From an optimization exercise on the open Yosys and OpenROAD flow, aimed at small area; shortcuts taken in it are not production practice.
No run shown here included a check of the RTL's function; only the layout flow was run.
Power is estimated from default activity; no workload was simulated.

==> design.v <==
module Convolution_pipeline(
    clk,
    rst_n,
    in_valid,
    In_IFM_1,
    In_IFM_2,
    In_IFM_3,
    In_IFM_4,
    In_Weight_1,
    In_Weight_2,
    In_Weight_3,
    In_Weight_4,
    Out_OFM
    );
input clk, rst_n;
input in_valid;
input [3:0] In_IFM_1;
input [3:0] In_IFM_2;
input [3:0] In_IFM_3;
input [3:0] In_IFM_4;
input [3:0] In_Weight_1;
input [3:0] In_Weight_2;
input [3:0] In_Weight_3;
input [3:0] In_Weight_4;
output [11:0] Out_OFM;
wire pp1_00, pp1_01, pp1_02, pp1_03, pp1_10, pp1_11, pp1_12, pp1_13, pp1_20, pp1_21, pp1_22, pp1_23, pp1_30, pp1_31, pp1_32, pp1_33, pp2_00, pp2_01, pp2_02, pp2_03, pp2_10, pp2_11, pp2_12, pp2_13, pp2_20, pp2_21, pp2_22, pp2_23, pp2_30, pp2_31, pp2_32, pp2_33, pp3_00, pp3_01, pp3_02, pp3_03, pp3_10, pp3_11, pp3_12, pp3_13, pp3_20, pp3_21, pp3_22, pp3_23, pp3_30, pp3_31, pp3_32, pp3_33, pp4_00, pp4_01, pp4_02, pp4_03, pp4_10, pp4_11, pp4_12, pp4_13, pp4_20, pp4_21, pp4_22, pp4_23, pp4_30, pp4_31, pp4_32, pp4_33, fs1, fc2, fs3, fc4, fs5, fc6, fs7, fc8, fs9, fc10, fs11, fc12, fs13, fc14, fs15, fc16, fs17, fc18, fs19, fc20, fs21, fc22, fs23, fc24, fs25, fc26, fs27, fc28, fs29, fc30, fs31, fc32, fs33, fc34, fs35, fc36, fs37, fc38, fs39, fc40, fs41, fc42, fs43, fc44, fs45, fc46, fs47, fc48, fs49, fc50, fs51, fc52, fs53, fc54, fs55, fc56, fs57, fc58, fs59, fc60, fs61, fc62, fs63, fc64, fs65, fc66, fs67, fc68, fs69, fc70, fs71, fc72, fs73, fc74, fs75, fc76, fs77, fc78, fs79, fc80, fs81, fc82, fs83, fc84, fs85, fc86, fs87, fc88, fs89, fc90, fs91, fc92, fs93, fc94, fs95, fc96, fs97, fc98, fs99, fc100, fs101, fc102;
assign pp1_00 = ~(In_IFM_1[0] & In_Weight_1[0]);
assign pp1_01 = ~(In_IFM_1[0] & In_Weight_1[1]);
assign pp1_02 = ~(In_IFM_1[0] & In_Weight_1[2]);
assign pp1_03 = ~(In_IFM_1[0] & In_Weight_1[3]);
assign pp1_10 = ~(In_IFM_1[1] & In_Weight_1[0]);
assign pp1_11 = ~(In_IFM_1[1] & In_Weight_1[1]);
assign pp1_12 = ~(In_IFM_1[1] & In_Weight_1[2]);
assign pp1_13 = ~(In_IFM_1[1] & In_Weight_1[3]);
assign pp1_20 = ~(In_IFM_1[2] & In_Weight_1[0]);
assign pp1_21 = ~(In_IFM_1[2] & In_Weight_1[1]);
assign pp1_22 = ~(In_IFM_1[2] & In_Weight_1[2]);
assign pp1_23 = ~(In_IFM_1[2] & In_Weight_1[3]);
assign pp1_30 = ~(In_IFM_1[3] & In_Weight_1[0]);
assign pp1_31 = ~(In_IFM_1[3] & In_Weight_1[1]);
assign pp1_32 = ~(In_IFM_1[3] & In_Weight_1[2]);
assign pp1_33 = ~(In_IFM_1[3] & In_Weight_1[3]);
assign pp2_00 = ~(In_IFM_2[0] & In_Weight_2[0]);
assign pp2_01 = ~(In_IFM_2[0] & In_Weight_2[1]);
assign pp2_02 = ~(In_IFM_2[0] & In_Weight_2[2]);
assign pp2_03 = ~(In_IFM_2[0] & In_Weight_2[3]);
assign pp2_10 = ~(In_IFM_2[1] & In_Weight_2[0]);
assign pp2_11 = ~(In_IFM_2[1] & In_Weight_2[1]);
assign pp2_12 = ~(In_IFM_2[1] & In_Weight_2[2]);
assign pp2_13 = ~(In_IFM_2[1] & In_Weight_2[3]);
assign pp2_20 = ~(In_IFM_2[2] & In_Weight_2[0]);
assign pp2_21 = ~(In_IFM_2[2] & In_Weight_2[1]);
assign pp2_22 = ~(In_IFM_2[2] & In_Weight_2[2]);
assign pp2_23 = ~(In_IFM_2[2] & In_Weight_2[3]);
assign pp2_30 = ~(In_IFM_2[3] & In_Weight_2[0]);
assign pp2_31 = ~(In_IFM_2[3] & In_Weight_2[1]);
assign pp2_32 = ~(In_IFM_2[3] & In_Weight_2[2]);
assign pp2_33 = ~(In_IFM_2[3] & In_Weight_2[3]);
assign pp3_00 = ~(In_IFM_3[0] & In_Weight_3[0]);
assign pp3_01 = ~(In_IFM_3[0] & In_Weight_3[1]);
assign pp3_02 = ~(In_IFM_3[0] & In_Weight_3[2]);
assign pp3_03 = ~(In_IFM_3[0] & In_Weight_3[3]);
assign pp3_10 = ~(In_IFM_3[1] & In_Weight_3[0]);
assign pp3_11 = ~(In_IFM_3[1] & In_Weight_3[1]);
assign pp3_12 = ~(In_IFM_3[1] & In_Weight_3[2]);
assign pp3_13 = ~(In_IFM_3[1] & In_Weight_3[3]);
assign pp3_20 = ~(In_IFM_3[2] & In_Weight_3[0]);
assign pp3_21 = ~(In_IFM_3[2] & In_Weight_3[1]);
assign pp3_22 = ~(In_IFM_3[2] & In_Weight_3[2]);
assign pp3_23 = ~(In_IFM_3[2] & In_Weight_3[3]);
assign pp3_30 = ~(In_IFM_3[3] & In_Weight_3[0]);
assign pp3_31 = ~(In_IFM_3[3] & In_Weight_3[1]);
assign pp3_32 = ~(In_IFM_3[3] & In_Weight_3[2]);
assign pp3_33 = ~(In_IFM_3[3] & In_Weight_3[3]);
assign pp4_00 = ~(In_IFM_4[0] & In_Weight_4[0]);
assign pp4_01 = ~(In_IFM_4[0] & In_Weight_4[1]);
assign pp4_02 = ~(In_IFM_4[0] & In_Weight_4[2]);
assign pp4_03 = ~(In_IFM_4[0] & In_Weight_4[3]);
assign pp4_10 = ~(In_IFM_4[1] & In_Weight_4[0]);
assign pp4_11 = ~(In_IFM_4[1] & In_Weight_4[1]);
assign pp4_12 = ~(In_IFM_4[1] & In_Weight_4[2]);
assign pp4_13 = ~(In_IFM_4[1] & In_Weight_4[3]);
assign pp4_20 = ~(In_IFM_4[2] & In_Weight_4[0]);
assign pp4_21 = ~(In_IFM_4[2] & In_Weight_4[1]);
assign pp4_22 = ~(In_IFM_4[2] & In_Weight_4[2]);
assign pp4_23 = ~(In_IFM_4[2] & In_Weight_4[3]);
assign pp4_30 = ~(In_IFM_4[3] & In_Weight_4[0]);
assign pp4_31 = ~(In_IFM_4[3] & In_Weight_4[1]);
assign pp4_32 = ~(In_IFM_4[3] & In_Weight_4[2]);
assign pp4_33 = ~(In_IFM_4[3] & In_Weight_4[3]);
Conv_fa u_fs1 (.a(pp1_00), .b(pp2_00), .c(pp3_00), .s(fs1), .co(fc2));
Conv_fa u_fs3 (.a(pp1_01), .b(pp1_10), .c(pp2_01), .s(fs3), .co(fc4));
Conv_fa u_fs5 (.a(pp2_10), .b(pp3_01), .c(pp3_10), .s(fs5), .co(fc6));
Conv_fa u_fs7 (.a(pp1_02), .b(pp1_11), .c(pp1_20), .s(fs7), .co(fc8));
Conv_fa u_fs9 (.a(pp2_02), .b(pp2_11), .c(pp2_20), .s(fs9), .co(fc10));
Conv_fa u_fs11 (.a(pp3_02), .b(pp3_11), .c(pp3_20), .s(fs11), .co(fc12));
Conv_fa u_fs13 (.a(pp4_02), .b(pp4_11), .c(pp4_20), .s(fs13), .co(fc14));
Conv_fa u_fs15 (.a(pp1_03), .b(pp1_12), .c(pp1_21), .s(fs15), .co(fc16));
Conv_fa u_fs17 (.a(pp1_30), .b(pp2_03), .c(pp2_12), .s(fs17), .co(fc18));
Conv_fa u_fs19 (.a(pp2_21), .b(pp2_30), .c(pp3_03), .s(fs19), .co(fc20));
Conv_fa u_fs21 (.a(pp3_12), .b(pp3_21), .c(pp3_30), .s(fs21), .co(fc22));
Conv_fa u_fs23 (.a(pp4_03), .b(pp4_12), .c(pp4_21), .s(fs23), .co(fc24));
Conv_fa u_fs25 (.a(pp1_13), .b(pp1_22), .c(pp1_31), .s(fs25), .co(fc26));
Conv_fa u_fs27 (.a(pp2_13), .b(pp2_22), .c(pp2_31), .s(fs27), .co(fc28));
Conv_fa u_fs29 (.a(pp3_13), .b(pp3_22), .c(pp3_31), .s(fs29), .co(fc30));
Conv_fa u_fs31 (.a(pp4_13), .b(pp4_22), .c(pp4_31), .s(fs31), .co(fc32));
Conv_fa u_fs33 (.a(pp1_23), .b(pp1_32), .c(pp2_23), .s(fs33), .co(fc34));
Conv_fa u_fs35 (.a(pp2_32), .b(pp3_23), .c(pp3_32), .s(fs35), .co(fc36));
Conv_fa u_fs37 (.a(pp1_33), .b(pp2_33), .c(pp3_33), .s(fs37), .co(fc38));
Conv_fa u_fs39 (.a(pp4_01), .b(pp4_10), .c(fc2), .s(fs39), .co(fc40));
Conv_fa u_fs41 (.a(pp4_30), .b(fc10), .c(fc12), .s(fs41), .co(fc42));
Conv_fa u_fs43 (.a(fc16), .b(fc18), .c(fc20), .s(fs43), .co(fc44));
Conv_fa u_fs45 (.a(pp4_23), .b(pp4_32), .c(fc26), .s(fs45), .co(fc46));
Conv_fa u_fs47 (.a(fc28), .b(fc30), .c(fc32), .s(fs47), .co(fc48));
Conv_fa u_fs49 (.a(pp4_33), .b(fc34), .c(fc36), .s(fs49), .co(fc50));
Conv_fa u_fs51 (.a(fc4), .b(fc6), .c(fs11), .s(fs51), .co(fc52));
Conv_fa u_fs53 (.a(fs13), .b(fs7), .c(fs9), .s(fs53), .co(fc54));
Conv_fa u_fs55 (.a(fc14), .b(fc8), .c(fs15), .s(fs55), .co(fc56));
Conv_fa u_fs57 (.a(fs17), .b(fs19), .c(fs21), .s(fs57), .co(fc58));
Conv_fa u_fs59 (.a(fc22), .b(fc24), .c(fs25), .s(fs59), .co(fc60));
Conv_fa u_fs61 (.a(fs27), .b(fs29), .c(fs31), .s(fs61), .co(fc62));
Conv_fa u_fs63 (.a(fs33), .b(fs35), .c(fc44), .s(fs63), .co(fc64));
Conv_fa u_fs65 (.a(fs37), .b(fc46), .c(fc48), .s(fs65), .co(fc66));
Conv_fa u_fs67 (.a(fs23), .b(fc52), .c(fc54), .s(fs67), .co(fc68));
Conv_fa u_fs69 (.a(fc42), .b(fc56), .c(fc58), .s(fs69), .co(fc70));
Conv_fa u_fs71 (.a(fs3), .b(fs5), .c(fs39), .s(fs71), .co(fc72));
Conv_fa u_fs73 (.a(fc60), .b(fc62), .c(fs45), .s(fs73), .co(fc74));
Conv_fa u_fs75 (.a(fc40), .b(fs51), .c(fs53), .s(fs75), .co(fc76));
Conv_fa u_fs77 (.a(fs41), .b(fs55), .c(fs57), .s(fs77), .co(fc78));
Conv_fa u_fs79 (.a(fs43), .b(fs59), .c(fs61), .s(fs79), .co(fc80));
Conv_fa u_fs81 (.a(fc38), .b(fc50), .c(fc66), .s(fs81), .co(fc82));
Conv_fa u_fs83 (.a(fs47), .b(fc70), .c(fs63), .s(fs83), .co(fc84));
Conv_fa u_fs85 (.a(fs49), .b(fc64), .c(fc74), .s(fs85), .co(fc86));
Conv_fa u_fs87 (.a(fc68), .b(fc78), .c(fs69), .s(fs87), .co(fc88));
Conv_fa u_fs89 (.a(fc76), .b(fs67), .c(fs77), .s(fs89), .co(fc90));
Conv_fa u_fs91 (.a(r1[6]), .b(r1[7]), .c(r1[8]), .s(fs91), .co(fc92));
Conv_fa u_fs93 (.a(r1[10]), .b(r1[11]), .c(r1[12]), .s(fs93), .co(fc94));
Conv_fa u_fs95 (.a(r1[9]), .b(fc92), .c(fs93), .s(fs95), .co(fc96));
Conv_fa u_fs97 (.a(r1[13]), .b(r1[14]), .c(r1[15]), .s(fs97), .co(fc98));
Conv_fa u_fs99 (.a(fc94), .b(fs97), .c(fc96), .s(fs99), .co(fc100));
Conv_fa u_fs101 (.a(r1[16]), .b(r1[17]), .c(fc98), .s(fs101), .co(fc102));
wire [9:0] rowA = {1'b1, r1[18], fc100, fs99, fs95, fs91, r1[5], r1[3], r1[2], r1[0]};
wire [9:0] rowB = {1'b1, fc102, fs101, 1'b1, 1'b1, 1'b1, 1'b1, r1[4], 1'b1, r1[1]};
reg [18:0] r1;
reg [9:0] s2, s3;
always @(posedge clk) begin
    if (in_valid) begin
        r1[0] <= pp4_00;
        r1[1] <= fs1;
        r1[2] <= fs71;
        r1[3] <= fc72;
        r1[4] <= fs75;
        r1[5] <= fs89;
        r1[6] <= fs79;
        r1[7] <= fs87;
        r1[8] <= fc90;
        r1[9] <= fc80;
        r1[10] <= fs73;
        r1[11] <= fs83;
        r1[12] <= fc88;
        r1[13] <= fs65;
        r1[14] <= fc84;
        r1[15] <= fs85;
        r1[16] <= fs81;
        r1[17] <= fc86;
        r1[18] <= fc82;
        s2 <= ~(rowA + rowB + 10'd1);
        s3 <= s2;
    end
end
reg [1:0] cnt;
always @(posedge clk or negedge rst_n) begin
    if (!rst_n)
        cnt <= 2'd0;
    else if (in_valid && cnt != 2'd3)
        cnt <= cnt + 2'd1;
end
reg [9:0] ofm;
always @(posedge clk or negedge rst_n) begin
    if (!rst_n)
        ofm <= 10'd0;
    else if (in_valid && cnt == 2'd3)
        ofm <= s3;
end
assign Out_OFM = {2'b00, ofm};
endmodule
module Conv_fa(a, b, c, s, co);
input a, b, c;
output s, co;
assign s = a ^ b ^ c;
assign co = (a & b) | (c & (a ^ b));
endmodule
==> flow/run.sh <==
#!/bin/bash
# Standard layout, with the port buffers made of buf_1 cells.
cp standard.sh standard_copy.sh.txt
export BUFFER_PORTS_ARGS="-buffer_cell sky130_fd_sc_hd__buf_1"
bash standard.sh > standard.log 2>&1
==> standard.sh <==
#!/bin/bash
# synth_recipe.tcl (not shown) runs the flow's synth.tcl, then flattens the netlist and writes it again
# the make line also repeats each setting of config.mk as NAME=value (left out here)
make -C /OpenROAD-flow-scripts/flow DESIGN_CONFIG=/design/flow/config.mk WORK_HOME=/design/flow/orfs CLKGATE_MAP_FILE= SYNTH_SCRIPT=/design/flow/synth_recipe.tcl "${@:-finish}"
==> config.mk <==
export PLATFORM = sky130hd
export DESIGN_NAME = Convolution_pipeline
export DESIGN_NICKNAME = Convolution_pipeline
export VERILOG_FILES = /design/flow/design.v
export SDC_FILE = /design/flow/constraint.sdc
export NUM_CORES = 4
export LEC_CHECK = 0
export CAP_MARGIN = 20
export CORE_MARGIN = 2
export CORE_UTILIZATION = 40
export SLEW_MARGIN = 20
export SYNTH_HIERARCHICAL = 1
export SYNTH_MINIMUM_KEEP_SIZE = 0
==> constraint.sdc <==
create_clock -name core_clock -period 3.0 [get_ports {clk}]
set_input_delay 0.6000 -clock core_clock [delete_from_list [all_inputs] [get_ports {clk}]]
set_output_delay 0.6000 -clock core_clock [all_outputs]
set_load 0.01 [all_outputs]
==> results.yml, run 1 <==
min_path:
  min-delay-path-class: "in2async"
status:
  status: "finished clean"
die:
  core_region_area_sq_um: 7690
  io_pins: 47
  die_w_microns: 92.9
  initial_utilization_pct: 41.1
  chip_height_microns: 92.9
  std_cell_rows: 32
  fp.dieArea_sq_um: 8640
placed_design:
  finalWeightedCongestion: 0.936
  port_buffers: 44
  hpwl_dp_microns: 4670
yosys:
  avgSynthCellArea_sq_um: 14.7
  ys.warnings.count: 7
  synth.lib_cells_used.distinct: 21
  synth-seq-cells: 51
  cell_accounting_for_the_most_synthesized_area: "edfxtp_1"
  proportion_of_synthesized_chip_area_in_sequential_cells_pct: 46.5
  post_synth_instance_area_sq_um: 3160
  synth_top_area_share_pct: 37.0
  syn-instance-count: 215
  netlist_top_cells_area: "edfxtp_1, fa_1, dfrtp_1, nand2_1, mux2_2"
worst_setup_path:
  slowest_stage: "fa_1"
  cp.required_ns: 3.04
  peak_fanout_along_the_critical_path: 2
  startpoint_type: "flop"
  wp_data_arrival_ns: 2.86
  cpPeakStageDelay_ns: 0.50
  critPathMostFrequentCell: "fa_1"
  setup.worst_path.end_class: "flop"
  ordered_cell_list_for_the_critical_path: "fa_1, fa_1, fa_1, or3_4, a2111oi_4, xor2_1"
  crit_family: "adder cells"
  path_buf_inv: 0
  setup.worst_path.class: "reg2reg"
timing:
  final_hold_violating_endpoints: 0
  finalSetupViolCount: 0
  final.setup.tns_ns: 0
  grt_setup_unrepaired: "no"
  finalCritPeriodShare_pct: 93.9
  fmax_mhz: 355
  timing.final.crit_period_ns: 2.82
  finClkSkew_ns: 0.00421
  slew_violations: 0
  relSlewSlack_pct: 57.8
  tightestPinTransition_ns: 0.633
cts:
  tritoncts_num_sinks: 51
  cts_tree: "yes"
  path_clk_slew_ns: 0.09
  postCtsSetupRepairBufs: 0
  postCtsResizedCells: 0
  clk_latency_ns: 0.30
  clock-root-buffer: "clkbuf_8"
  inserted_clock_buffers: 5
  clk_path_buf_depth: 2
  htree_num_levels: 2
  cts_hold_repair.buffers: 0
routing:
  vias: 1778
  drt.antenna.violating_nets: 0
  routed_wire_length_per_instance_microns: 14.1
  detailedRoute.firstIterationViolations: 45
  firstDrtPassIters: 4
  wirelength_microns: 5430
  detail_route.drc_violations: 0
  route.detailed.vias_per_inst: 4.61
final_layout:
  post_route_cells_drive_above_1_share_pct: 14.1
  area_delta_synth_final_pct: 16.0
  final_common_cell: "nand2_1"
  area_occupied_by_registers_sq_um: 1470
  fill_cell_total_of_the_finished_layout: 695
  n_antenna_cell: 0
  design.final.nets: 375
  finish.utilization_pct: 47.7
  multi_input_comb_area_sq_um: 1670
  final_cell_mix: "nand2_1, fa_1, buf_1"
global_routing:
  first_global_vias: 2025
  globalRouteOverflowTotal: 0
  grt_max_degree: 41
  groute.usage.overall_pct: 13.9
  grt_antenna_before_repair: 0
  first_pass_grt_wire_length_microns: 9050
power:
  p_int_w: 0.00193
  share_seq_of_total_power_pct: 43.5
  power.leakage_nw: 1.31
  peakVddDrop_v: 0.000317
  net-switching-power_w: 0.000944
  p_per_area_nw_per_um2: 783
  clockPowerShare_pct: 13.1
  comb_power_share_pct: 43.3
  swShare_pct: 32.9
flow_run:
  max_cap_viol: 0
## final cells by class
| class | instances | share of cell area [%] |
|---|---|---|
| clock buffer | 5 | 1.88 |
| clock inverter | 3 | 0.546 |
| inverter | 3 | 0.307 |
| multi-input combinational | 160 | 45.5 |
| sequential | 51 | 40.1 |
| tap | 102 | 3.48 |
| timing repair buffer | 62 | 8.22 |
## modules after synthesis (local to each module, per instance)
module / times used / cells
Conv_fa: 51 / 1
Convolution_pipeline: 1 / 164
## cells by family after synthesis
kind of cell / count (synthesis) / synth area share, %
fa+ha+maj: 57 / 34.7
simple gates: 76 / 9.77
mux: 11 / 3.92
other cells: 1 / 0.119
xor+xnor: 8 / 2.21
compound gates: 6 / 1.98
flops: 51 / 46.5
buf+inv: 5 / 0.831
## power groups by stage
stage | sequential (W) | combinational (W) | clock, W
2_1_floorplan | 0.00128 | 0.000887 | 0
3_3_place_gp | 0.00126 | 0.00123 | 0
3_5_place_dp | 0.00127 | 0.00127 | 0
4_1_cts | 0.00126 | 0.00128 | 0.000397
5_1_grt | 0.00128 | 0.00142 | 0.000425
6_report | 0.00125 | 0.00124 | 0.000378
## Yosys cell counts
cell / n
conb_1: 1
a2111oi_0: 1
mux2_2: 11
dfrtp_1: 12
or3_4: 1
nand3_1: 1
xor2_1: 4
a2111oi_4: 1
a41oi_1: 1
xnor2_1: 4
o21a_1: 1
buf_4: 2
inv_1: 3
edfxtp_1: 39
nand2b_4: 1
fa_1: 51
nand2_1: 67
ha_1: 6
nand2b_1: 2
a21oi_1: 2
nor2_1: 4
## registers in the layout, indices dropped and copies added, names as in the netlist
name,count
s3,10
r1,19
s2,10
ofm,10
cnt,2
## worst reg2reg max path, cell delays in order (launching register included)
cell	delay, ns
edfxtp_1	0.40
fa_1	0.50
fa_1	0.39
fa_1	0.47
or3_4	0.41
a2111oi_4	0.27
xor2_1	0.12
## per-layer routing
metal,vias up,track usage (%),wire length (microns)
met2,44,27.2,2980
met5,-,0,0
met3,7,2.60,220
met1,879,15.0,2140
li1,848,-,-
met4,0,3.80,94
## through the flow
step | area (sq um) | power [W] | worst slack (ns) | hold WS (ns) | std cells
global placement | 3580 | 0.00249 | -0.0882 | 0.401 | 378
global route | 3670 | 0.00313 | 0.0672 | 0.332 | 386
floorplan | 3170 | 0.00217 | 0.150 | 0.304 | 216
CTS | 3670 | 0.00293 | 0.0517 | 0.312 | 386
finish | 3670 | 0.00287 | 0.184 | 0.285 | 386
detailed placement | 3580 | 0.00255 | -0.132 | 0.405 | 378
## worst paths after layout
path | start | endpoint | slack, ns | cells after the start
setup / recovery | r1[10] | s2[7] | 0.18 | 6
hold / removal | rst_n | ofm[4] | 0.29 | 1
setup reg to reg | r1[10] | s2[7] | 0.18 | 6
hold reg to reg | s2[9] | s3[9] | 0.43 | 0
max in group asynchronous | rst_n | ofm[3] | 2.31 | 1
min in group core_clock | s2[9] | s3[9] | 0.43 | 0
==> run 2: changes to the inputs <==
--- a/config.mk
+++ b/config.mk
@@ -5,9 +5,11 @@
 export SDC_FILE = /design/flow/constraint.sdc
 export NUM_CORES = 4
 export LEC_CHECK = 0
+export ABC_AREA = 1
 export CAP_MARGIN = 20
 export CORE_MARGIN = 2
 export CORE_UTILIZATION = 40
+export GPL_TIMING_DRIVEN = 0
 export SLEW_MARGIN = 20
 export SYNTH_HIERARCHICAL = 1
 export SYNTH_MINIMUM_KEEP_SIZE = 0
==> run 2 against run 1 <==
Worst hold slack got worse by 0.0034 ns. Cell area decreased by 0.55%. Utilization decreased by 0.75 points. Non-clock buffer count decreased by 15. Sequential power about the same. Via count increased by 5.7%. Count of clock-buffer cells in the layout unchanged. Routed wire length increased by 0.70%. Clock power about the same. First-iteration DRC count increased by 16%. Clock skew increased by 0.0024 ns. Critical path type is now in2reg.
==> results.yml, run 2 <==
status:
  status: "finished clean"
worst_setup_path:
  cp.required_ns: 3.04
  crit_family: "adder cells"
  critPathMostFrequentCell: "fa_1"
  slowest_stage: "fa_1"
  setup.worst_path.class: "in2reg"
  ordered_cell_list_for_the_critical_path: "buf_1, nand2_1, fa_1, fa_1, fa_1, fa_1"
  peak_fanout_along_the_critical_path: 4
  startpoint_type: "primary input"
  wp_data_arrival_ns: 2.85
  path_buf_inv: 1
  cpPeakStageDelay_ns: 0.58
  setup.worst_path.end_class: "flop"
global_routing:
  busiest_layer: "met2"
  globalRouteOverflowTotal: 0
  grt_max_degree: 24
  met3_usage_pct: 2.57
  grt_antenna_before_repair: 0
  grtUsageMet1_pct: 16.6
  first_pass_grt_wire_length_microns: 9200
  gr-usage-met2_pct: 25.7
  groute.usage.overall_pct: 14.0
  first_global_vias: 1971
final_layout:
  area_delta_synth_final_pct: 12.8
  post-route-cell-area_sq_um: 3650
  final_cell_mix: "nand2_1, fa_1, buf_1"
  final_common_cell: "nand2_1"
  layoutNonFillerInstCount: 400
  post_route_cells_drive_above_1_share_pct: 10.1
  design.final.nets: 389
  registers.top_by_ff_count: "r1"
  n_antenna_cell: 0
  largest_register_ffs: 19
die:
  die_w_microns: 93.9
  io_pins: 47
  chip_height_microns: 93.9
  std_cell_rows: 32
  initial_utilization_pct: 41.7
  core_region_area_sq_um: 7770
  fp.dieArea_sq_um: 8820
cts:
  cts_hold_repair.buffers: 0
  clk_path_buf_depth: 2
  tritoncts_num_sinks: 51
  path_clk_slew_ns: 0.09
  htree_num_levels: 2
  clk_latency_ns: 0.30
  cts_tree: "yes"
  postCtsSetupRepairBufs: 0
  clock-root-buffer: "clkbuf_8"
  inserted_clock_buffers: 5
  postCtsResizedCells: 0
timing:
  relSlewSlack_pct: 57.6
  timing.hold.ws_ns: 0.282
  grt_setup_unrepaired: "no"
  timing.final.crit_period_ns: 2.81
  setup_slack_ns: 0.191
  finClkSkew_ns: 0.00659
  slew_violations: 0
  final_hold_violating_endpoints: 0
  finalCritPeriodShare_pct: 93.6
  fmax_mhz: 356
  tightestPinTransition_ns: 0.637
  finalSetupViolCount: 0
routing:
  route.detailed.vias_per_inst: 4.70
  routed_wire_length_per_instance_microns: 13.7
  detailedRoute.firstIterationViolations: 52
  vias: 1880
  firstDrtPassIters: 4
  drt.antenna.violating_nets: 0
  wirelength_microns: 5470
  detail_route.drc_violations: 0
power:
  peakVddDrop_v: 0.000328
  power.leakage_nw: 1.34
  p_per_area_nw_per_um2: 841
  power_w: 0.00307
yosys:
  synth-seq-cells: 51
  synthMostInstantiatedCell: "nand2_1"
  synth_top_cells_by_count: "nand2_1, fa_1, edfxtp_1"
  post_synth_instance_area_sq_um: 3240
  synth.lib_cells_used.distinct: 21
  asyncSetResetFlopFracSynth_pct: 23.5
  netlist_top_cells_area: "edfxtp_1, fa_1, dfrtp_1, nand2_1, mux2_2"
  cell_accounting_for_the_most_synthesized_area: "edfxtp_1"
  synth_flop_cell: "edfxtp_1"
  synth_top_area_share_pct: 36.2
  ys.warnings.count: 7
  syn-instance-count: 244
  proportion_of_synthesized_chip_area_in_sequential_cells_pct: 45.5
  edff_count_synth: 39
  avgSynthCellArea_sq_um: 13.3
placed_design:
  place.detailed.instances: 392
  hpwl_dp_microns: 4610
  placed_cell_area_sq_um: 3560
  detailedPlace.worstSlack_ns: -0.146
  port_buffers: 44
  finalWeightedCongestion: 0.872
min_path:
  min-delay-path-class: "in2async"
flow_run:
  max_cap_viol: 0
[run 2: cell types whose count changed after synthesis, sizes merged, moves of 2 or more]
cell / previous run / this run
nand2: 67 / 86
inv: 3 / 13
nor2: 4 / 9
nand2b: 3 / 0
nand3: 1 / 4
xnor2: 4 / 1
a2111oi: 2 / 0
[run 2: layer usage]
layer | wire [microns] | vias to the layer above
met5 | 0 | -
met3 | 280 | 5
met4 | 54 | 0
met2 | 2880 | 56
met1 | 2250 | 924
li1 | - | 895
[run 2: Yosys stat by module (local to each module, per instance)]
module	flops+latches	cells	times used	area, sq um
Convolution_pipeline	51	193	1	2210
Conv_fa	0	1	51	20.0
[run 2: final cells by class]
type                            count  area [sq um]
Fill cell                         724          4120
Clock inverter                      3          20.0
Sequential cell                    51          1470
Tap cell                          102           128
Clock buffer                        5          68.8
Multi-Input combinational cell    179          1700
Buffer                              2          15.0
Inverter                           13          48.8
Timing Repair Buffer               45           194
[run 2: power by group]
group / total, W / internal [W] / switching [W] / leakage (nW)
logic: 0.00145 / 0.000617 / 0.000832 / 0.777
registers: 0.00124 / 0.00115 / 0.0000975 / 0.525
clock network: 0.000379 / 0.000163 / 0.000216 / 0.0418
total: 0.00307 / 0.00193 / 0.00115 / 1.34
[run 2: through the flow]
stage | setup TNS, ns | utilization, %
6_report | 0 | 47.0
5_1_grt | 0 | 47.0
4_1_cts | 0 | 47.0
3_5_place_dp | -0.340 | 45.8
3_3_place_gp | -0.543 | 45.5
2_1_floorplan | 0 | -
[run 2: final timing paths]
kind                       slack, ns     end  depth (start not counted)           start
max in group asynchronous       2.31  ofm[4]                          1           rst_n
min in group core_clock         0.42   s3[0]                          0           s2[0]
hold / removal                  0.28  ofm[1]                          1           rst_n
setup / recovery                0.19   r1[5]                          6  In_Weight_3[2]
hold reg to reg                 0.42   s3[0]                          0           s2[0]
setup reg to reg                0.28   s2[8]                          9          r1[10]
[run 2: cells by family (layout without fill, tap and decap cells)]
logic type / after synthesis / in the layout / share of synthesized area, %
AND/OR/NAND/NOR: 101 / 101 / 12.9
adder cells (fa/ha/maj): 57 / 57 / 33.9
flip-flops: 51 / 51 / 45.5
buffers and inverters: 15 / 68 / 1.97
multiplexers: 11 / 11 / 3.83
XOR/XNOR: 5 / 5 / 1.35
AO/OA/AOI/OAI: 3 / 3 / 0.464
other: 1 / 2 / 0.116
==> run 3: changes to the inputs <==
--- a/config.mk
+++ b/config.mk
@@ -5,7 +5,6 @@
 export SDC_FILE = /design/flow/constraint.sdc
 export NUM_CORES = 4
 export LEC_CHECK = 0
-export ABC_AREA = 1
 export CAP_MARGIN = 20
 export CORE_MARGIN = 2
 export CORE_UTILIZATION = 40
==> run 3 against run 2 <==
First-iteration DRC count up 13%. Routed wire length down 3.6%. Combinational power down 18%. Worst hold slack better by 0.0018 ns. Total power down 5.2%. Global-route usage down 0.27 points. Worst setup slack worse by 0.010 ns. Count of clock-buffer cells in the layout unchanged. Non-clock buffer count unchanged. Fmax down 0.36%. Via count down 6.8%. Register-to-register slack worse by 0.099 ns. Critical endpoint unchanged. Largest power group is now registers.
==> results.yml, run 3 <==
global_routing:
  globalRouteOverflowTotal: 0
  grt_max_degree: 23
  first_global_vias: 1856
  grt_antenna_before_repair: 0
  first_pass_grt_wire_length_microns: 8960
  groute.usage.overall_pct: 13.7
yosys:
  ys.warnings.count: 7
  synth-adder-area-share_pct: 34.7
  cell_accounting_for_the_most_synthesized_area: "edfxtp_1"
  edff_count_synth: 39
  syn-instance-count: 215
  synth.lib_cells_used.distinct: 21
  synth_flop_cell: "edfxtp_1"
  asyncSetResetFlopFracSynth_pct: 23.5
  avgSynthCellArea_sq_um: 14.7
  netlist_top_cells_area: "edfxtp_1, fa_1, dfrtp_1, nand2_1, mux2_2"
  yosys.area_share.xor_xnor_pct: 2.22
  post_synth_instance_area_sq_um: 3160
  yosys-mux-area-fraction_pct: 3.92
  synth_top_area_share_pct: 37.0
  proportion_of_synthesized_chip_area_in_sequential_cells_pct: 46.5
  synth-compound-area-share_pct: 1.98
  synth_top_family_by_area: "adder cells"
  synth_top_cells_by_count: "nand2_1, fa_1, edfxtp_1"
  synthSimpleGateAreaFrac_pct: 9.77
  synth-seq-cells: 51
  synthMostInstantiatedCell: "nand2_1"
cts:
  cts_tree: "yes"
  clock-root-buffer: "clkbuf_8"
  path_clk_slew_ns: 0.09
  htree_num_levels: 2
  clk_latency_ns: 0.30
  postCtsSetupRepairBufs: 0
  clk_path_buf_depth: 2
  inserted_clock_buffers: 5
  tritoncts_num_sinks: 51
  cts_hold_repair.buffers: 0
power:
  share_seq_of_total_power_pct: 42.9
  p_int_w: 0.00198
  net-switching-power_w: 0.000933
  p_per_area_nw_per_um2: 808
  swShare_pct: 32.0
  clockPowerShare_pct: 16.3
  comb_power_share_pct: 40.8
  peakVddDrop_v: 0.000291
  power.leakage_nw: 1.26
placed_design:
  finalWeightedCongestion: 0.917
  port_buffers: 44
  detailedPlace.worstSlack_ns: -0.141
  placed_cell_area_sq_um: 3490
  hpwl_dp_microns: 4580
final_layout:
  post_route_cells_drive_above_1_share_pct: 9.67
  finish.utilization_pct: 46.9
  design.final.nets: 360
  final_cell_mix: "nand2_1, fa_1, buf_1"
  largest_register_ffs: 19
  area_occupied_by_registers_sq_um: 1470
  area_delta_synth_final_pct: 13.9
  registers.top_by_ff_count: "r1"
  multi_input_comb_area_sq_um: 1670
  post-route-cell-area_sq_um: 3600
  final_common_cell: "nand2_1"
  n_antenna_cell: 0
  fill_cell_total_of_the_finished_layout: 719
routing:
  detailedRoute.firstIterationViolations: 59
  firstDrtPassIters: 4
  routed_wire_length_per_instance_microns: 14.2
  route.detailed.vias_per_inst: 4.72
  vias: 1752
  wirelength_microns: 5280
  detail_route.drc_violations: 0
  drt.antenna.violating_nets: 0
timing:
  tightestPinTransition_ns: 0.637
  fmax_mhz: 355
  relSlewSlack_pct: 57.5
  setup_slack_ns: 0.181
  finalSetupViolCount: 0
  timing.final.crit_period_ns: 2.82
  final_hold_violating_endpoints: 0
  finClkSkew_ns: 0.0103
  grt_setup_unrepaired: "no"
  slew_violations: 0
  finalCritPeriodShare_pct: 94.0
worst_setup_path:
  critPathMostFrequentCell: "fa_1"
  worst_r2r_path_depth: 6
  peak_fanout_along_the_critical_path: 4
  setup.worst_path.start: "In_IFM_1[3]"
  wp_data_arrival_ns: 2.86
  crit_end: "r1[5]"
  cpPeakStageDelay_ns: 0.59
  reg2reg_from: "r1[6]"
  setup.worst_path.end_class: "flop"
  regToRegSetupSlack_ns: 0.18
  setup.worst_path.class: "in2reg"
  cp.required_ns: 3.04
  ordered_cell_list_for_the_critical_path: "buf_1, nand2_1, fa_1, fa_1, fa_1, fa_1"
  startpoint_type: "primary input"
  slowest_stage: "fa_1"
  crit-reg2reg-capture: "s2[7]"
die:
  chip_height_microns: 92.9
  std_cell_rows: 32
  die_w_microns: 92.9
  core_region_area_sq_um: 7690
  io_pins: 47
  fp.dieArea_sq_um: 8640
  initial_utilization_pct: 41.1
flow_run:
  max_cap_viol: 0
min_path:
  min-delay-path-class: "in2async"
status:
  status: "finished clean"
## run 3: worst min path at each step
stage | cells past startpoint | end | slack, ns
6_report | 1 | cnt[1] | 0.28
5_1_grt | 1 | ofm[5] | 0.32
4_1_cts | 1 | ofm[5] | 0.30
3_5_place_dp | 0 | s3[9] | 0.41
3_3_place_gp | 0 | s3[8] | 0.40
2_1_floorplan | 0 | cnt[0] | 0.30
## run 3: kinds of logic (layout without fill, tap and decap cells)
logic type | Yosys count | in the layout
simple gates | 76 | 76
fa+ha+maj | 57 | 57
flops | 51 | 51
mux | 11 | 11
xor+xnor | 8 | 8
compound gates | 6 | 6
buf+inv | 5 | 58
other cells | 1 | 2
## run 3: repair_timing
| item | in CTS | in global routing |
|---|---|---|
| endpoints found under the hold margin | 0 | 0 |
| resized for setup | 0 | 0 |
| setup endpoints to repair | 0 | 1 |
## run 3: metal layers
layer  vias to the layer above  wire [microns]  GRT usage (%)
li1                        816               -              -
met1                       887            2160           16.7
met2                        44            2860           25.1
met3                         5             218           2.20
met4                         0              41           3.68
met5                         -               0              0
## run 3: cell type report
type,count,area share (%)
Multi-Input combinational cell,160,46.3
Sequential cell,51,40.8
Timing Repair Buffer,45,5.38
Tap cell,102,3.54
Clock buffer,5,1.91
Clock inverter,3,1.25
Buffer,2,0.417
Inverter,3,0.313
## run 3: power by group through the flow
stage	Sequential (W)	Combinational, W	Clock [W]
floorplan	0.00128	0.000887	0
CTS	0.00125	0.00122	0.000493
global route	0.00128	0.00138	0.000515
detailed placement	0.00127	0.00122	0
global placement	0.00126	0.00118	0
finish	0.00125	0.00119	0.000473
## run 3: through the flow
step           setup TNS [ns]  std cells  total power [W]  hold WS, ns
2_1_floorplan               0        216          0.00217        0.304
3_3_place_gp            -5.75        362          0.00244        0.400
3_5_place_dp           -0.434        363          0.00249        0.406
4_1_cts                     0        371          0.00297        0.296
5_1_grt                     0        371          0.00317        0.319
6_report                    0        371          0.00291        0.284
## run 3: Yosys stat by module, one instance, submodules excluded
module	copies in the design	cell area, sq um
Convolution_pipeline	1	2140
Conv_fa	51	20.0
## run 3: worst max-delay path, delay by kind of cell
kind / cells / cell delay (ns)
fa+ha+maj: 4 / 1.99
buf+inv: 1 / 0.16
simple gates: 1 / 0.11
==> run 4: changes to the inputs <==
==> flow/run.sh (replaced) <==
#!/bin/bash
# Standard layout, with the port buffers made of buf_1 cells and no dummy clock loads.
export BUFFER_PORTS_ARGS="-buffer_cell sky130_fd_sc_hd__buf_1"
export CTS_ARGS="-sink_clustering_enable -repair_clock_nets -dont_use_dummy_load"
bash standard.sh > standard.log 2>&1
==> run 4 against run 3 <==
Area after synthesis stayed put. Largest power group unchanged. Largest cell class unchanged. Still clean. Clock skew is 0.018 ns higher. Flip-flop and latch count stayed put. Sequential share of layout area is 0.52 points higher. Synthesized cell count stayed put.
==> results.yml, run 4 <==
power:
  p_per_area_nw_per_um2: 781
  net-switching-power_w: 0.000899
  swShare_pct: 32.4
  clockPowerShare_pct: 12.2
  share_seq_of_total_power_pct: 45.0
  peakVddDrop_v: 0.000290
  comb_power_share_pct: 42.8
  p_int_w: 0.00188
  power.leakage_nw: 1.24
global_routing:
  grt_antenna_before_repair: 0
  grt_max_degree: 23
  first_global_vias: 1856
  groute.usage.overall_pct: 13.6
  globalRouteOverflowTotal: 0
  first_pass_grt_wire_length_microns: 8920
cts:
  clk_latency_ns: 0.30
  clk_path_buf_depth: 2
  path_clk_slew_ns: 0.09
  cts_hold_repair.buffers: 0
  postCtsSetupRepairBufs: 0
  tritoncts_num_sinks: 51
  inserted_clock_buffers: 5
  htree_num_levels: 2
  postCtsResizedCells: 0
  clock-root-buffer: "clkbuf_8"
  cts_tree: "yes"
die:
  std_cell_rows: 32
  io_pins: 47
  fp.dieArea_sq_um: 8640
  chip_height_microns: 92.9
  initial_utilization_pct: 41.1
  core_region_area_sq_um: 7690
  die_w_microns: 92.9
timing:
  final_hold_violating_endpoints: 0
  finClkSkew_ns: 0.0284
  slew_violations: 0
  tightestPinTransition_ns: 0.639
  setup_slack_ns: 0.159
  finalSetupViolCount: 0
  finalCritPeriodShare_pct: 94.7
  fmax_mhz: 352
  final.setup.tns_ns: 0
  grt_setup_unrepaired: "no"
  relSlewSlack_pct: 57.4
  timing.final.crit_period_ns: 2.84
routing:
  wirelength_microns: 5260
  route.detailed.vias_per_inst: 4.74
  detail_route.drc_violations: 0
  detailedRoute.firstIterationViolations: 72
  vias: 1746
  routed_wire_length_per_instance_microns: 14.3
  firstDrtPassIters: 6
  drt.antenna.violating_nets: 0
yosys:
  post_synth_instance_area_sq_um: 3160
  synth_flop_cell: "edfxtp_1"
  synth_top_cells_by_count: "nand2_1, fa_1, edfxtp_1"
  synthMostInstantiatedCell: "nand2_1"
  asyncSetResetFlopFracSynth_pct: 23.5
  synth_top_area_share_pct: 37.0
  netlist_top_cells_area: "edfxtp_1, fa_1, dfrtp_1, nand2_1, mux2_2"
  proportion_of_synthesized_chip_area_in_sequential_cells_pct: 46.5
  avgSynthCellArea_sq_um: 14.7
  edff_count_synth: 39
  ys.warnings.count: 7
  synth.lib_cells_used.distinct: 21
  syn-instance-count: 215
  cell_accounting_for_the_most_synthesized_area: "edfxtp_1"
  synth-seq-cells: 51
worst_setup_path:
  crit_end: "r1[5]"
  path_buf_inv: 1
  cpPeakStageDelay_ns: 0.59
  wp_data_arrival_ns: 2.86
  peak_fanout_along_the_critical_path: 4
  worst_r2r_path_depth: 6
  regToRegSetupSlack_ns: 0.20
  crit_family: "adder cells"
  critPathMostFrequentCell: "fa_1"
  setup.worst_path.class: "in2reg"
  ordered_cell_list_for_the_critical_path: "buf_1, nand2_1, fa_1, fa_1, fa_1, fa_1"
  reg2reg_from: "r1[6]"
  startpoint_type: "primary input"
  critical_path_cell_count: 6
  slowest_stage: "fa_1"
  crit-reg2reg-capture: "s2[7]"
  setup.worst_path.start: "In_IFM_1[3]"
  setup.worst_path.end_class: "flop"
  cp.required_ns: 3.02
placed_design:
  placed_cell_area_sq_um: 3490
  place.detailed.instances: 363
  finalWeightedCongestion: 0.917
  port_buffers: 44
  hpwl_dp_microns: 4580
  detailedPlace.worstSlack_ns: -0.141
flow_run:
  max_cap_viol: 0
final_layout:
  layoutNonFillerInstCount: 368
  registers.top_by_ff_count: "r1"
  n_antenna_cell: 0
  final_common_cell: "nand2_1"
  post-route-cell-area_sq_um: 3560
  area_delta_synth_final_pct: 12.5
  design.final.nets: 360
  post_route_cells_drive_above_1_share_pct: 8.65
  largest_register_ffs: 19
  final_cell_mix: "nand2_1, fa_1, buf_1"
min_path:
  min-delay-path-class: "in2async"
status:
  status: "finished clean"
[run 4: cell count changes in the layout (fill, tap and decap cells not counted), sizes merged]
cell	before	now
bufinv	1	0
inv	5	3
[run 4: per-stage QoR]
stage	power [W]	util, %	hold slack [ns]
2_1_floorplan	0.00217	-	0.304
3_3_place_gp	0.00244	45.0	0.400
6_report	0.00278	46.3	0.283
5_1_grt	0.00303	46.3	0.318
3_5_place_dp	0.00249	45.4	0.406
4_1_cts	0.00283	46.3	0.297
[run 4: worst min path at each step]
stage,slack [ns],endpoint,startpoint
5_1_grt,0.32,ofm[5],rst_n
3_5_place_dp,0.41,s3[9],s2[9]
4_1_cts,0.30,ofm[5],rst_n
3_3_place_gp,0.40,s3[8],s2[8]
6_report,0.28,cnt[1],rst_n
2_1_floorplan,0.30,cnt[0],rst_n
[run 4: final cells by class]
class | count | area (sq um)
multi-input cells | 160 | 1670
repair buffers | 45 | 194
inverters | 3 | 11.3
well taps | 102 | 128
flip-flops and latches | 51 | 1470
clock buffers | 5 | 68.8
plain buffers | 2 | 15.0
fillers | 721 | 4130
[run 4: layer usage]
| layer | vias up | GRT usage, % | part of all wire [%] |
|---|---|---|---|
| met4 | 0 | 2.94 | 0.91 |
| met2 | 44 | 24.8 | 54 |
| met1 | 882 | 16.6 | 41 |
| li1 | 814 | - | - |
| met5 | - | 0 | 0 |
| met3 | 6 | 2.69 | 4.4 |
[run 4: power groups by stage]
stage / Sequential (W) / Combinational (W) / Clock [W]
after CTS: 0.00125 / 0.00122 / 0.000357
after floorplan: 0.00128 / 0.000887 / 0
final: 0.00125 / 0.00119 / 0.000339
after detailed placement: 0.00127 / 0.00122 / 0
after global placement: 0.00126 / 0.00118 / 0
after global routing: 0.00128 / 0.00137 / 0.000380
[run 4: cell families (layout without fill, tap and decap cells)]
group           count (synthesis)  after routing  share of synthesized area (%)
flops                          51             51                           46.5
xor+xnor                        8              8                           2.21
simple gates                   76             76                           9.77
fa+ha+maj                      57             57                           34.7
buf+inv                         5             55                          0.831
other cells                     1              2                          0.119
mux                            11             11                           3.92
compound gates                  6              6                           1.98
[run 4: per-module statistics from Yosys (local to each module, per instance)]
module	copies in the design	cell area, sq um	cells
Conv_fa	51	20.0	1
Convolution_pipeline	1	2140	164
==> run 5: changes to the inputs <==
--- a/config.mk
+++ b/config.mk
@@ -7,8 +7,9 @@
 export LEC_CHECK = 0
 export CAP_MARGIN = 20
 export CORE_MARGIN = 2
-export CORE_UTILIZATION = 40
+export CORE_UTILIZATION = 60
 export GPL_TIMING_DRIVEN = 0
+export PLACE_DENSITY = 0.7
 export SLEW_MARGIN = 20
 export SYNTH_HIERARCHICAL = 1
 export SYNTH_MINIMUM_KEEP_SIZE = 0
==> run 5 against run 4 <==
Critical path type is now reg2reg. Synthesized cell count unchanged. Worst setup slack lost 0.0067 ns. Register-to-register slack lost 0.05 ns. Non-clock buffer count unchanged. Area after synthesis stayed put. Utilization is 22 points higher. Final cell count decreased by 8.7%. Worst hold slack worse by 0.0061 ns. Clock skew fell by 0.0096 ns. Highest routed layer unchanged. Fmax decreased by 0.23%. Still clean. Largest power group unchanged.
==> results.yml, run 5 <==
status:
  status: "finished clean"
die:
  fp.dieArea_sq_um: 5870
  std_cell_rows: 26
  core_region_area_sq_um: 5110
  io_pins: 47
  chip_height_microns: 76.6
  die_w_microns: 76.6
  initial_utilization_pct: 61.9
timing:
  grt_setup_unrepaired: "no"
  timing.hold.ws_ns: 0.277
  fmax_mhz: 351
  tightestPinTransition_ns: 0.620
  setup_slack_ns: 0.152
  finalSetupViolCount: 0
  relSlewSlack_pct: 58.7
  slew_violations: 0
  timing.final.crit_period_ns: 2.85
  finClkSkew_ns: 0.0189
  final_hold_violating_endpoints: 0
  finalCritPeriodShare_pct: 94.9
placed_design:
  port_buffers: 44
  detailedPlace.worstSlack_ns: -0.0862
  finalWeightedCongestion: 0.882
  place.detailed.instances: 331
  placed_cell_area_sq_um: 3440
  hpwl_dp_microns: 4500
cts:
  htree_num_levels: 2
  clock-root-buffer: "clkbuf_8"
  path_clk_slew_ns: 0.09
  clk_latency_ns: 0.30
  tritoncts_num_sinks: 51
  inserted_clock_buffers: 5
  postCtsSetupRepairBufs: 0
  cts_tree: "yes"
  clk_path_buf_depth: 2
  postCtsResizedCells: 0
  cts_hold_repair.buffers: 0
power:
  p_per_area_nw_per_um2: 794
  power_w: 0.00279
  peakVddDrop_v: 0.000321
  power.leakage_nw: 1.24
  net-switching-power_w: 0.000912
  share_seq_of_total_power_pct: 45.1
  comb_power_share_pct: 42.8
  p_int_w: 0.00188
  clockPowerShare_pct: 12.1
  swShare_pct: 32.7
flow_run:
  max_cap_viol: 0
final_layout:
  post_route_cells_drive_above_1_share_pct: 8.65
  area_delta_synth_final_pct: 11.0
  final_common_cell: "nand2_1"
  layoutNonFillerInstCount: 336
  registers.top_by_ff_count: "r1"
  design.final.nets: 360
  final_cell_mix: "nand2_1, fa_1, buf_1"
  largest_register_ffs: 19
  n_antenna_cell: 0
  fill_cell_total_of_the_finished_layout: 395
  post-route-cell-area_sq_um: 3510
worst_setup_path:
  setup.worst_path.class: "reg2reg"
  ordered_cell_list_for_the_critical_path: "fa_1, fa_1, fa_1, or3_4, a2111oi_4, xor2_1"
  crit-reg2reg-capture: "s2[7]"
  reg2reg_from: "r1[10]"
  critPathMostFrequentCell: "fa_1"
  startpoint_type: "flop"
  cp.required_ns: 3.05
  cpPeakStageDelay_ns: 0.51
  wp_data_arrival_ns: 2.89
  peak_fanout_along_the_critical_path: 3
  regToRegSetupSlack_ns: 0.15
  worst_r2r_path_depth: 6
  slowest_stage: "fa_1"
  setup.worst_path.end_class: "flop"
yosys:
  proportion_of_synthesized_chip_area_in_sequential_cells_pct: 46.5
  post_synth_instance_area_sq_um: 3160
  ys.warnings.count: 7
  synthMostInstantiatedCell: "nand2_1"
  avgSynthCellArea_sq_um: 14.7
  cell_accounting_for_the_most_synthesized_area: "edfxtp_1"
  edff_count_synth: 39
  synth_flop_cell: "edfxtp_1"
  synth_top_area_share_pct: 37.0
  synth_top_cells_by_count: "nand2_1, fa_1, edfxtp_1"
  netlist_top_cells_area: "edfxtp_1, fa_1, dfrtp_1, nand2_1, mux2_2"
  asyncSetResetFlopFracSynth_pct: 23.5
  synth-seq-cells: 51
  synth.lib_cells_used.distinct: 21
  syn-instance-count: 215
routing:
  drt.antenna.violating_nets: 0
  firstDrtPassIters: 4
  detailedRoute.firstIterationViolations: 81
  route.detailed.vias_per_inst: 5.25
  routed_wire_length_per_instance_microns: 15.6
  vias: 1764
  wirelength_microns: 5250
  detail_route.drc_violations: 0
global_routing:
  first_global_vias: 1958
  globalRouteOverflowTotal: 0
  groute.usage.overall_pct: 20.6
  first_pass_grt_wire_length_microns: 8980
  grt_max_degree: 37
  grt_antenna_before_repair: 0
min_path:
  min-delay-path-class: "in2async"
## run 5: changes by cell type in the layout (fill, tap and decap cells not counted)
cell | before | now
buf_12 | 0 | 1
buf_16 | 1 | 0
## run 5: cell type report
cell class | instances | area [sq um] | area share, %
repair buffers | 45 | 186 | 5.31
well taps | 70 | 87.6 | 2.50
plain buffers | 2 | 15.0 | 0.428
inverters | 3 | 11.3 | 0.321
flip-flops and latches | 51 | 1470 | 41.9
clock buffers | 5 | 68.8 | 1.96
multi-input cells | 160 | 1670 | 47.6
## run 5: metrics by stage
stage	util (%)	TNS [ns]
after floorplan	-	0
after global placement	67.0	-5.40
after detailed placement	67.4	-0.230
after CTS	68.7	0
after global routing	68.7	0
final	68.7	0
## run 5: critical path, delay by kind of cell (launching register included)
kind                     cells  cell delay (ns)
flip-flops                   1             0.40
adder cells (fa/ha/maj)      3             1.40
AND/OR/NAND/NOR              1             0.42
XOR/XNOR                     1             0.11
AO/OA/AOI/OAI                1             0.27
## run 5: per-module statistics from Yosys (local to each module, per instance)
module                cells inside  cell area [sq um]  times used  flip-flops and latches
Conv_fa                          1               20.0          51                       0
Convolution_pipeline           164               2140           1                      51
## run 5: kinds of logic after synthesis
logic type / synth area share (%)
and+or+nand+nor: 9.77
adders and majority gates: 34.7
DFF: 46.5
muxes: 3.92
xor gates and xnor gates: 2.21
AOI/OAI and AO/OA: 1.98
buffers and inverters: 0.831
other: 0.119
## run 5: worst max path at each step
stage                     slack, ns      to        start
after floorplan                0.15   s2[7]       r1[10]
after global placement        -0.51  ofm[0]     in_valid
after detailed placement      -0.09   r1[5]  In_IFM_2[0]
after CTS                      0.11   s2[7]       r1[11]
after global routing           0.04   s2[7]       r1[10]
final                          0.15   s2[7]       r1[10]
## run 5: power by group through the flow
stage	Combinational, W	Clock [W]	Sequential (W)
2_1_floorplan	0.000887	0	0.00128
3_3_place_gp	0.00117	0	0.00126
3_5_place_dp	0.00122	0	0.00128
4_1_cts	0.00122	0.000352	0.00126
5_1_grt	0.00138	0.000382	0.00129
6_report	0.00119	0.000336	0.00126
## run 5: per-layer routing
metal	track usage, %	vias up	part of all wire (%)
met3	3.79	10	4.7
li1	-	816	-
met5	0	-	0
met2	38.4	69	55
met1	24.0	869	38
met4	6.36	0	2.0
==> run 6: changes to the inputs <==
==> flow/run.sh (replaced) <==
#!/bin/bash
# Standard layout, with the port buffers made of buf_1 cells and no dummy clock loads.
export BUFFER_PORTS_ARGS="-buffer_cell sky130_fd_sc_hd__buf_1"
export CTS_ARGS="-sink_clustering_enable -repair_clock_nets -dont_use_dummy_load -buf_list {sky130_fd_sc_hd__clkbuf_4 sky130_fd_sc_hd__clkbuf_8}"
bash standard.sh > standard.log 2>&1
--- a/config.mk
+++ b/config.mk
@@ -7,9 +7,8 @@
 export LEC_CHECK = 0
 export CAP_MARGIN = 20
 export CORE_MARGIN = 2
-export CORE_UTILIZATION = 60
+export CORE_UTILIZATION = 40
 export GPL_TIMING_DRIVEN = 0
-export PLACE_DENSITY = 0.7
 export SLEW_MARGIN = 20
 export SYNTH_HIERARCHICAL = 1
 export SYNTH_MINIMUM_KEEP_SIZE = 0
==> run 6 against run 5 <==
Non-clock buffer count unchanged. Critical endpoint is now r1[5]. Global-route usage down 7.0 points. Cell area up 1.4%.
==> results.yml, run 6 <==
routing:
  vias: 1746
  detailedRoute.firstIterationViolations: 72
  firstDrtPassIters: 6
  drt.antenna.violating_nets: 0
  route.detailed.vias_per_inst: 4.74
  routed_wire_length_per_instance_microns: 14.3
  wirelength_microns: 5260
  detail_route.drc_violations: 0
cts:
  clk_path_buf_depth: 2
  path_clk_slew_ns: 0.09
  postCtsSetupRepairBufs: 0
  cts_tree: "yes"
  cts_hold_repair.buffers: 0
  clock-root-buffer: "clkbuf_8"
  inserted_clock_buffers: 5
  htree_num_levels: 2
  tritoncts_num_sinks: 51
  clk_latency_ns: 0.30
timing:
  finalSetupViolCount: 0
  tightestPinTransition_ns: 0.639
  finalCritPeriodShare_pct: 94.7
  slew_violations: 0
  final_hold_violating_endpoints: 0
  relSlewSlack_pct: 57.4
  fmax_mhz: 352
  grt_setup_unrepaired: "no"
  timing.final.crit_period_ns: 2.84
  setup_slack_ns: 0.159
  finClkSkew_ns: 0.0284
power:
  p_int_w: 0.00188
  swShare_pct: 32.4
  clockPowerShare_pct: 12.2
  peakVddDrop_v: 0.000290
  share_seq_of_total_power_pct: 45.0
  p_per_area_nw_per_um2: 781
  comb_power_share_pct: 42.8
  power.leakage_nw: 1.24
  net-switching-power_w: 0.000899
final_layout:
  final_cell_mix: "nand2_1, fa_1, buf_1"
  design.final.nets: 360
  largest_register_ffs: 19
  post_route_cells_drive_above_1_share_pct: 8.65
  registers.top_by_ff_count: "r1"
  fill_cell_total_of_the_finished_layout: 721
  post-route-cell-area_sq_um: 3560
  area_delta_synth_final_pct: 12.5
  finish.utilization_pct: 46.3
  final_common_cell: "nand2_1"
  n_antenna_cell: 0
placed_design:
  port_buffers: 44
  detailedPlace.worstSlack_ns: -0.141
  placed_cell_area_sq_um: 3490
  finalWeightedCongestion: 0.917
  hpwl_dp_microns: 4580
yosys:
  synth_top_cells_by_count: "nand2_1, fa_1, edfxtp_1"
  synth-seq-cells: 51
  synth_top_area_share_pct: 37.0
  edff_count_synth: 39
  syn-instance-count: 215
  proportion_of_synthesized_chip_area_in_sequential_cells_pct: 46.5
  asyncSetResetFlopFracSynth_pct: 23.5
  synth_flop_cell: "edfxtp_1"
  avgSynthCellArea_sq_um: 14.7
  cell_accounting_for_the_most_synthesized_area: "edfxtp_1"
  netlist_top_cells_area: "edfxtp_1, fa_1, dfrtp_1, nand2_1, mux2_2"
  post_synth_instance_area_sq_um: 3160
  ys.warnings.count: 7
  synthMostInstantiatedCell: "nand2_1"
  synth.lib_cells_used.distinct: 21
worst_setup_path:
  setup.worst_path.class: "in2reg"
  cp.required_ns: 3.02
  peak_fanout_along_the_critical_path: 4
  setup.worst_path.start: "In_IFM_1[3]"
  worst_r2r_path_depth: 6
  startpoint_type: "primary input"
  setup.worst_path.end_class: "flop"
  reg2reg_from: "r1[6]"
  wp_data_arrival_ns: 2.86
die:
  io_pins: 47
  die_w_microns: 92.9
  chip_height_microns: 92.9
  core_region_area_sq_um: 7690
  std_cell_rows: 32
  initial_utilization_pct: 41.1
  fp.dieArea_sq_um: 8640
global_routing:
  grt_max_degree: 23
  first_pass_grt_wire_length_microns: 8920
  grt_antenna_before_repair: 0
  first_global_vias: 1856
  groute.usage.overall_pct: 13.6
  globalRouteOverflowTotal: 0
flow_run:
  max_cap_viol: 0
status:
  status: "finished clean"
min_path:
  min-delay-path-class: "in2async"
[run 6: layout make-up]
cell class | count | area (sq um) | area share [%]
tap | 102 | 128 | 3.59
multi-input combinational | 160 | 1670 | 46.9
timing repair buffer | 45 | 194 | 5.45
buffer | 2 | 15.0 | 0.422
inverter | 3 | 11.3 | 0.317
clock buffer | 5 | 68.8 | 1.93
sequential | 51 | 1470 | 41.4
[run 6: kinds of logic after synthesis]
kind of cell | count (synthesis) | synth area share, %
simple gates | 76 | 9.77
fa+ha+maj | 57 | 34.7
other cells | 1 | 0.119
xor+xnor | 8 | 2.21
compound gates | 6 | 1.98
mux | 11 | 3.92
flops | 51 | 46.5
buf+inv | 5 | 0.831
[run 6: through the flow]
step	cells	setup TNS [ns]	power, W	hold WS [ns]
2_1_floorplan	216	0	0.00217	0.304
3_3_place_gp	362	-5.75	0.00244	0.400
3_5_place_dp	363	-0.434	0.00249	0.406
4_1_cts	368	0	0.00283	0.297
5_1_grt	368	0	0.00303	0.318
6_report	368	0	0.00278	0.283
[run 6: modules after synthesis, one instance, submodules excluded]
module / cell area (sq um) / flops+latches
Conv_fa: 20.0 / 0
Convolution_pipeline: 2140 / 51
[run 6: power groups by stage]
| stage | clock network (W) | registers (W) | logic [W] |
|---|---|---|---|
| finish | 0.000339 | 0.00125 | 0.00119 |
| global route | 0.000380 | 0.00128 | 0.00137 |
| CTS | 0.000357 | 0.00125 | 0.00122 |
| detailed placement | 0 | 0.00127 | 0.00122 |
| global placement | 0 | 0.00126 | 0.00118 |
| floorplan | 0 | 0.00128 | 0.000887 |
[run 6: worst max-delay path, stage by stage]
cell	delay, ns
buf_1	0.16
nand2_1	0.11
fa_1	0.52
fa_1	0.59
fa_1	0.45
fa_1	0.43
[run 6: path summary, 6_finish.rpt]
kind                          end  slack, ns
setup / recovery            r1[5]       0.16
hold / removal             cnt[1]       0.28
setup reg to reg            s2[7]       0.20
hold reg to reg             s3[0]       0.40
max in group asynchronous  ofm[3]       2.29
min in group core_clock     s3[0]       0.40
[run 6: metal layers]
metal | wire length [microns] | track usage [%] | vias up | share of wire (%)
met5 | 0 | 0 | - | 0
li1 | - | - | 814 | -
met2 | 2830 | 24.8 | 44 | 54
met4 | 48 | 2.94 | 0 | 0.91
met1 | 2150 | 16.6 | 882 | 41
met3 | 234 | 2.69 | 6 | 4.4
[run 6: what timing repair did]
item,in CTS,in global routing
setup endpoints to repair,0,1
resized for setup,0,0
hold endpoints to repair,0,0
==> run 7: changes to the inputs <==
--- a/design.v
+++ b/design.v
@@ -164,23 +164,23 @@
         r1[16] <= fs81;
         r1[17] <= fc86;
         r1[18] <= fc82;
-        s2 <= ~(rowA + rowB + 10'd1);
+        s2 <= rowA + rowB + 10'd1;
         s3 <= s2;
     end
 end
 reg [1:0] cnt;
 always @(posedge clk or negedge rst_n) begin
     if (!rst_n)
-        cnt <= 2'd0;
-    else if (in_valid && cnt != 2'd3)
-        cnt <= cnt + 2'd1;
+        cnt <= 2'b00;
+    else if (in_valid)
+        cnt <= {cnt[1] | cnt[0], ~cnt[1]};
 end
 reg [9:0] ofm;
 always @(posedge clk or negedge rst_n) begin
     if (!rst_n)
         ofm <= 10'd0;
-    else if (in_valid && cnt == 2'd3)
-        ofm <= s3;
+    else if (in_valid && cnt == 2'b10)
+        ofm <= ~s3;
 end
 assign Out_OFM = {2'b00, ofm};
 endmodule
==> flow/run.sh (replaced) <==
#!/bin/bash
# The standard layout (the standard.sh), with two changes:
#  - the port buffers are buf_1 cells (the default picks a 10 um2 delay buffer)
#  - CTS inserts no dummy clock loads
export BUFFER_PORTS_ARGS="-buffer_cell sky130_fd_sc_hd__buf_1"
export CTS_ARGS="-sink_clustering_enable -repair_clock_nets -dont_use_dummy_load"
bash standard.sh > standard.log 2>&1
--- a/config.mk
+++ b/config.mk
@@ -7,8 +7,9 @@
 export LEC_CHECK = 0
 export CAP_MARGIN = 20
 export CORE_MARGIN = 2
-export CORE_UTILIZATION = 40
+export CORE_UTILIZATION = 60
 export GPL_TIMING_DRIVEN = 0
+export PLACE_DENSITY = 0.7
 export SLEW_MARGIN = 20
 export SYNTH_HIERARCHICAL = 1
 export SYNTH_MINIMUM_KEEP_SIZE = 0
==> run 7 against run 6 <==
Area after synthesis decreased by 0.95%. Utilization increased by 22 points. Fmax increased by 1.3%. Register-to-register slack improved by 0.20 ns. Non-clock buffer count increased by 2. Global-route usage increased by 7.3 points. Synthesized cell count increased by 6.5%. Combinational power decreased by 9%. Sequential share of layout area increased by 0.92 points. Clock power decreased by 2%. Still clean on timing, DRC and antenna.
==> results.yml, run 7 <==
routing:
  firstDrtPassIters: 4
  drt.antenna.violating_nets: 0
  routed_wire_length_per_instance_microns: 14.8
  detail_route.drc_violations: 0
  vias: 1844
  wirelength_microns: 5170
  detailedRoute.firstIterationViolations: 107
  route.detailed.vias_per_inst: 5.27
worst_setup_path:
  startpoint_type: "primary input"
  cp.required_ns: 3.02
  regToRegSetupSlack_ns: 0.40
  wp_data_arrival_ns: 2.82
  peak_fanout_along_the_critical_path: 4
  setup.worst_path.class: "in2reg"
  setup.worst_path.end_class: "flop"
cts:
  cts_hold_repair.buffers: 0
  clk_path_buf_depth: 2
  cts_tree: "yes"
  path_clk_slew_ns: 0.09
  inserted_clock_buffers: 5
  tritoncts_num_sinks: 51
  postCtsSetupRepairBufs: 0
  clock-root-buffer: "clkbuf_8"
  clk_latency_ns: 0.30
  htree_num_levels: 2
  postCtsResizedCells: 0
yosys:
  synth_top_cells_by_count: "nand2_1, fa_1, edfxtp_1"
  avgSynthCellArea_sq_um: 13.7
  netlist_top_cells_area: "edfxtp_1, fa_1, dfrtp_1, nand2_1, ha_1"
  synthMostInstantiatedCell: "nand2_1"
  synth.lib_cells_used.distinct: 24
  post_synth_instance_area_sq_um: 3130
  cell_accounting_for_the_most_synthesized_area: "edfxtp_1"
  asyncSetResetFlopFracSynth_pct: 23.5
  synth-seq-cells: 51
  proportion_of_synthesized_chip_area_in_sequential_cells_pct: 47.0
  ys.warnings.count: 7
  synth_top_area_share_pct: 37.4
  syn-instance-count: 229
  synth_flop_cell: "edfxtp_1"
  edff_count_synth: 39
global_routing:
  globalRouteOverflowTotal: 0
  grt_antenna_before_repair: 0
  grt_max_degree: 29
  first_pass_grt_wire_length_microns: 9250
  groute.usage.overall_pct: 20.9
  first_global_vias: 1993
timing:
  fmax_mhz: 357
  final_hold_violating_endpoints: 0
  final.setup.tns_ns: 0
  slew_violations: 0
  tightestPinTransition_ns: 0.630
  finalCritPeriodShare_pct: 93.5
  grt_setup_unrepaired: "no"
  finClkSkew_ns: 0.0206
  timing.final.crit_period_ns: 2.80
  finalSetupViolCount: 0
  relSlewSlack_pct: 58.0
power:
  p_per_area_nw_per_um2: 746
  power.leakage_nw: 1.24
  power_w: 0.00259
  peakVddDrop_v: 0.000383
die:
  std_cell_rows: 26
  chip_height_microns: 76.3
  initial_utilization_pct: 61.7
  fp.dieArea_sq_um: 5820
  io_pins: 47
  die_w_microns: 76.3
  core_region_area_sq_um: 5070
placed_design:
  port_buffers: 44
  finalWeightedCongestion: 0.867
  placed_cell_area_sq_um: 3410
  hpwl_dp_microns: 4420
final_layout:
  post-route-cell-area_sq_um: 3480
  fill_cell_total_of_the_finished_layout: 390
  area_delta_synth_final_pct: 11.1
  final_cell_mix: "nand2_1, fa_1, buf_1"
  design.final.nets: 373
  largest_register_ffs: 19
  registers.top_by_ff_count: "r1"
  final_common_cell: "nand2_1"
  post_route_cells_drive_above_1_share_pct: 3.93
  n_antenna_cell: 0
status:
  status: "finished clean"
flow_run:
  max_cap_viol: 0
min_path:
  min-delay-path-class: "in2async"
==> run 7: stage by stage <==
step / util [%] / worst slack [ns] / std cells / hold WS, ns
floorplan: - / 0.182 / 230 / 0.304
global placement: 66.8 / -0.0822 / 344 / 0.402
detailed placement: 67.2 / -0.0958 / 345 / 0.405
CTS: 68.6 / 0.210 / 350 / 0.297
global route: 68.6 / 0.0841 / 350 / 0.334
finish: 68.6 / 0.195 / 350 / 0.286
==> run 7: critical path: stages <==
cell and delay (ns):
buf_1 0.18, nand2_1 0.11, fa_1 0.47, fa_1 0.52
fa_1 0.54, fa_1 0.40
==> run 7: report_power, final <==
part | internal, W | leakage [nW] | switching, W
clock network | 0.000150 | 0.0359 | 0.000183
registers | 0.00110 | 0.529 | 0.0000838
logic | 0.000490 | 0.671 | 0.000590
==> run 7: cell type report <==
type | instances | area [sq um] | area share (%)
multi-input combinational | 169 | 1620 | 46.6
sequential | 51 | 1470 | 42.3
timing repair buffer | 45 | 186 | 5.36
tap | 70 | 87.6 | 2.52
clock buffer | 5 | 68.8 | 1.98
buffer | 4 | 22.5 | 0.647
inverter | 6 | 22.5 | 0.647
==> run 7: cells by family after synthesis <==
logic type / count (synthesis) / synth area share, %
AND/OR/NAND/NOR: 85 / 10.7
buffers and inverters: 10 / 1.44
AO/OA/AOI/OAI: 18 / 3.87
adder cells (fa/ha/maj): 56 / 34.6
XOR/XNOR: 7 / 1.96
multiplexers: 1 / 0.320
other: 1 / 0.120
flip-flops: 51 / 47.0
==> run 7: modules after synthesis, one instance, submodules excluded <==
module / cell area (sq um) / cells / flops+latches / times used
Conv_fa: 20.0 / 1 / 0 / 51
Convolution_pipeline: 2110 / 178 / 51 / 1
==> run 7: per-layer routing <==
layer,track usage (%),part of all wire (%)
met2,38.4,56
met1,25.4,38
met4,6.00,1.2
met5,0,0
met3,3.44,4.9
==> run 7: worst paths after layout <==
kind / start / to / depth (start not counted)
max: In_IFM_4[0] / r1[5] / 6
min: rst_n / ofm[3] / 1
min reg2reg: s2[7] / s3[7] / 0
max in group asynchronous: rst_n / ofm[5] / 1
max reg2reg: r1[6] / s2[8] / 7
min in group core_clock: s2[7] / s3[7] / 0

## re-timing with driven ports
How much do the figures lean on ideal ports? The routed layouts below were timed once more, with nothing changed but the port constraints. Step 1 assumes that a clkbuf_16 drives the clock port and a buf_2 every other input. Step 2, shift: input delay + t, output delay - t, t = (earliest + latest rising clock arrival at the registers) / 2. This alone moves slack from input paths to output paths. a / b / c = no drivers / after step 1 / after step 2; a / b = the first two.
run | t, ns | slack for setup (ns)
run 1 | 0.323 | 0.184 / 0.184 / -0.133
run 2 | 0.323 | 0.191 / 0.198 / -0.124
run 3 | 0.322 | 0.181 / 0.181 / -0.135
run 4 | 0.314 | 0.159 / 0.165 / -0.149
run 5 | 0.318 | 0.152 / 0.152 / -0.102
run 6 | 0.314 | 0.159 / 0.165 / -0.149
run 7 | 0.314 | 0.195 / 0.203 / -0.111
With both steps, setup timing fails in every run listed, where it was met with ideal ports.
